This design comes from an exercise in tuning for small area on the open sky130 flow, not from production work.
In this exercise RTL edits were held to simulation tests only and were not proved equivalent to the original.

==> run a <==
==> flow/design.v (excerpt) <==
module eeg_filter_chain(
    input                   clk,
    input                   rst,
    input                   en,
    input   signed [31:0]   in_signal,
    output  signed [31:0]   out_signal,
    output                  valid
    );
clock: 18.0 ns
lec_check: 0
cap_margin: 20
core_margin: 2
core_utilization: 60
place_density: 0.7
slew_margin: 20
synth_hierarchical: 1
synth_minimum_keep_size: 0
standard.sh (not shown) runs the stock make flow with config.mk's settings and CLKGATE_MAP_FILE= SYNTH_SCRIPT=/design/flow/synth_recipe.tcl, a recipe that flattens the netlist after the stock synthesis.
==> flow/flow/run.sh <==
#!/bin/bash
# Own flow: the standard layout (standard.sh: unchanged synthesis and
# steps) with two settings passed through the environment:
#  - clock-tree synthesis without dummy loads, with clkbuf_4 buffers in
#    clusters of at most 12 flip-flops;
#  - port buffers of the smallest buffer cell.
set -euo pipefail
export CTS_ARGS="-sink_clustering_enable -repair_clock_nets -dont_use_dummy_load -buf_list sky130_fd_sc_hd__clkbuf_4 -sink_clustering_size 12 -sink_clustering_max_diameter 40"
export BUFFER_PORTS_ARGS="-buffer_cell sky130_fd_sc_hd__buf_1"
bash standard.sh > standard_make.log 2>&1
==> inputs of run b, as changes to run a <==
==> flow/flow/run.sh (replaced) <==
#!/bin/bash
# Own flow: the standard layout (standard.sh: unchanged synthesis and
# steps) with two settings passed through the environment:
#  - clock-tree synthesis without dummy loads, with clkbuf_8 buffers in
#    clusters of at most 18 flip-flops;
#  - port buffers of the smallest buffer cell.
set -euo pipefail
export CTS_ARGS="-sink_clustering_enable -repair_clock_nets -dont_use_dummy_load -buf_list sky130_fd_sc_hd__clkbuf_8 -sink_clustering_size 18 -sink_clustering_max_diameter 60"
export BUFFER_PORTS_ARGS="-buffer_cell sky130_fd_sc_hd__buf_1"
bash standard.sh > standard_make.log 2>&1
==> inputs of run c, as changes to run a <==
==> flow/flow/run.sh (replaced) <==
#!/bin/bash
# Own flow: the standard layout (standard.sh: unchanged synthesis and
# steps) with two settings passed through the environment:
#  - clock-tree synthesis without dummy loads, with clkbuf_4 buffers in
#    clusters of at most 11 flip-flops;
#  - port buffers of the smallest buffer cell.
set -euo pipefail
export CTS_ARGS="-sink_clustering_enable -repair_clock_nets -dont_use_dummy_load -buf_list sky130_fd_sc_hd__clkbuf_4 -sink_clustering_size 11 -sink_clustering_max_diameter 40"
export BUFFER_PORTS_ARGS="-buffer_cell sky130_fd_sc_hd__buf_1"
bash standard.sh > standard_make.log 2>&1
==> comparison <==
Global-route usage, highest first: run c, run a, run b. The highest core utilization belongs to run b, the lowest to run a. The highest hold slack belongs to run b, the lowest to run a. In non-clock buffer count, run a and run c do not differ. Of run c and run a, run a has the higher worst setup slack (gap 0.039 ns). The highest via count belongs to run c, the lowest to run b. Of run c and run a, run a has the higher maximum frequency (gap about 0.24%, measured against run a). Critical path depth is the same in run c and run a. Design area: run b > run c > run a. Register-to-register slack: run c is lower than run b (0.08 ns).
==> figures <==
|  | run b | run c | run a |
|---|---|---|---|
| Run status | no timing/DRC/antenna violations | no timing/DRC/antenna violations | no timing/DRC/antenna violations |
| Diode count | 8 | 13 | 12 |
| Ratio of layout area to synthesized area | 1.065x | 1.061x | 1.060x |
| Sink of the worst hold path | win[2350] | win[3029] | win[2737] |
| Data required time at the worst endpoint | 18.91 ns | 19.17 ns | 19.19 ns |
| Data buffer area share | 0.492% | 0.493% | 0.494% |
| Flop2flop setup slack | 1.68 ns | 1.61 ns | 1.64 ns |
| GRT met3 Usage | 3.28% | 3.97% | 3.98% |
| DRT met1 WL | 118 mm | 117 mm | 117 mm |
| Via count | 54028 | 55421 | 55261 |
| Antenna violations before repair | 13 | 15 | 15 |
| Fillers | 16551 | 16859 | 16820 |
| Clock distribution area overhead in the final layout | 3.10% | 2.79% | 2.63% |
| Finished Core Util | 64.2% | 64.0% | 63.9% |
| Largest stage delay on the critical path | 0.69 ns | 0.67 ns | 0.68 ns |
| Maximum clock frequency | 61.3 MHz | 61.0 MHz | 61.1 MHz |
| Total Routed Length | 248 mm | 248 mm | 248 mm |
| Detailed-route wire length per cell | 21.5 microns | 21.1 microns | 21.1 microns |
| Met3 routed WL | 9.45 mm | 10.7 mm | 10.6 mm |

==> what the ideal ports hide <==
The flow's constraints put no driver on any port. The routed layouts listed below were extracted and timed again, unchanged, in two steps. Step 1 (the two cells are an assumption about what drives the block):
set clk [get_ports {clk}]
set_driving_cell -lib_cell sky130_fd_sc_hd__clkbuf_16 $clk
set_driving_cell -lib_cell sky130_fd_sc_hd__buf_2 [delete_from_list [all_inputs] $clk]
Step 2 moves the port delays by t, midway between the first and last clock arrival at a register: inputs arrive t later, outputs are due t later. That takes back most of the time a late clock gives input paths. Slacks: no drivers / after step 1 / after step 2; pairs: no drivers / after step 1.
| run | t, ns | setup WS [ns] | worst hold slack (ns) |
|---|---|---|---|
| run a | 1.361 | 1.645 / 1.645 / 1.645 | 0.204 / 0.204 / 0.204 |
| run b | 1.089 | 1.681 / 1.681 / 1.681 | 0.251 / 0.251 / 0.251 |
| run c | 1.367 | 1.606 / 1.606 / 1.606 | 0.219 / 0.219 / 0.219 |
After both steps setup and hold are still met in every run listed.
